Context: an optimization exercise on an open-source flow, tuned for small area. The choices shown serve that exercise and are no tape-out recipe.
In this exercise RTL edits were held to simulation tests only and were not proved equivalent to the original.

Design Compute_Processor, start of the top module:
module Compute_Processor
    #(
        parameter Bit_width = 16
    )
    (
    input Clk,
    input Enable,
    input [Bit_width - 1 : 0] Data_read_out_0,
    input [Bit_width - 1 : 0] Data_read_out_1,
    input [Bit_width - 1 : 0] Data_read_out_2,
    input [Bit_width - 1 : 0] Data_read_out_3,
    input [Bit_width - 1 : 0] Data_read_out_4,
    output [23:0] Data_Read_Control,
    output reg [23:0] Data_Write_Control,
    output [Bit_width - 1 : 0] Data_Write,
    output reg Compute_Done
    );
Size in the first run: roughly 150 I/O pins, roughly 42,000 sq um of cells after synthesis.
export LEC_CHECK = 0
export ABC_AREA = 1
export CAP_MARGIN = 30
export CORE_MARGIN = 2
export CORE_UTILIZATION = 30
export GPL_TIMING_DRIVEN = 0
export PLACE_DENSITY = 0.6
export SETUP_SLACK_MARGIN = 0.9
export SLEW_MARGIN = 30
export SYNTH_MEMORY_MAX_BITS = 65536
create_clock -name core_clock -period 12.0 [get_ports {Clk}]
standard.sh (not shown) runs the stock make flow with config.mk's settings and CLKGATE_MAP_FILE= SYNTH_SCRIPT=/design/flow/synth_recipe.tcl, a recipe that flattens the netlist after the stock synthesis.
==> flow/flow/run.sh <==
#!/bin/bash
# Layout flow: the standard synthesis, then a stronger re-mapping of the
# combinational logic (registers, full and half adders kept as they are),
# then the standard layout from floorplan on. Each tool writes its own
# log in this folder.
set -euo pipefail
W=$PWD
F=$W/flow
P=${FLOW_PLATFORM:-sky130hd}
R=$W/orfs/results/$P/Compute_Processor/base
L=$W/orfs/logs/$P/Compute_Processor/base
YOSYS=$FLOW_HOME/../tools/install/yosys/bin/yosys
[ -x "$YOSYS" ] || YOSYS=yosys
LIB=$FLOW_HOME/platforms/$P/lib/sky130_fd_sc_hd__tt_025C_1v80.lib

# 1. standard synthesis (yosys netlist only)
bash standard.sh $R/1_2_yosys.v > $W/log_1_synth.log 2>&1
cp $R/1_2_yosys.v $W/net_std.v

# 2. re-map the combinational logic
DU=$(grep -o -- "-dont_use [^ ]*" $L/1_2_yosys.log | sort -u | tr '\n' ' ')
python3 $F/libmodels.py $LIB '(__fa_|__ha_|__dfxtp|__edfxtp|__conb|__probe|lpflow|__fah|__dlx|__sdf|__df|__ebuf|__einv|__tap|__fill|__decap|__diode|macro)' > $W/models.v
cat >> $W/models.v <<'EOM'
module sky130_fd_sc_hd__ha_1 (A, B, COUT, SUM);
  input A;
  input B;
  output COUT;
  output SUM;
  assign COUT = A & B;
  assign SUM = A ^ B;
endmodule
EOM
python3 $F/faflip.py $W/net_std.v $W/net_flip.v > $W/log_2_faflip.log 2>&1
python3 $F/bbmodels.py $LIB $W/net_flip.v $W/models.v > $W/models_bb.v
cat > $W/resyn.ys <<EOS
read_verilog -lib $W/models_bb.v
read_verilog $W/models.v
read_verilog $W/net_flip.v
hierarchy -top $FLOW_TOP
flatten
techmap
opt -fast
abc -D 11000 -script $F/abc_area.script -liberty $LIB $DU
opt_clean -purge
setundef -zero
splitnets
opt_clean -purge
hilomap -singleton -hicell sky130_fd_sc_hd__conb_1 HI -locell sky130_fd_sc_hd__conb_1 LO
insbuf -buf sky130_fd_sc_hd__buf_4 A X
check
tee -o $W/resyn_stat.txt stat -liberty $LIB
write_verilog -noattr -nohex -nodec $W/net_resyn.v
EOS
$YOSYS -s $W/resyn.ys > $W/log_3_resyn.log 2>&1
cp $W/net_resyn.v $R/1_2_yosys.v

# 3. standard layout from floorplan on
bash standard.sh finish > $W/log_4_layout.log 2>&1
Other scripts of this flow, unchanged in this note and not shown: flow/flow/abc_area.script, flow/flow/bbmodels.py, flow/flow/faflip.py, flow/flow/libmodels.py
The first run ran to the end with no violations.
Edit:
--- a/flow/config.mk
+++ b/flow/config.mk
@@ -14 +14 @@
-export SETUP_SLACK_MARGIN = 0.9
+export SETUP_SLACK_MARGIN = 1.4
What happened: The new run went through all stages and came out clean; count of clock-buffer cells in the layout does not change; core utilization rose by 1.1 points; via count came out higher by 0.57%; fmax climbs by 7.5%; routed wire length is higher by 0.30%; worst hold slack is about the same; die area stays the same; synthesized area is unchanged.

-- port drivers added, routing unchanged --
How much do the figures lean on ideal ports? The routed layouts below were timed once more, with nothing changed but the port constraints. Step 1 (the two cells are an assumption about what drives the block):
set clk [get_ports {Clk}]
set_driving_cell -lib_cell sky130_fd_sc_hd__clkbuf_16 $clk
set_driving_cell -lib_cell sky130_fd_sc_hd__buf_2 [delete_from_list [all_inputs] $clk]
Step 2 times the ports against the registers' clock, not the clock port: input delays grow and output delays shrink by t, the midpoint of the rising clock arrivals with the driver on. Slacks: no drivers / after step 1 / after step 2; pairs: no drivers / after step 1.
run	t (ns)	setup WS [ns]	worst register clock-pin slew, ns
the first run	0.649	0.142 / 0.142 / 0.142	0.09 / 0.09
the second run	0.650	0.971 / 0.971 / 0.971	0.09 / 0.09
After both steps setup and hold are still met in every run listed.
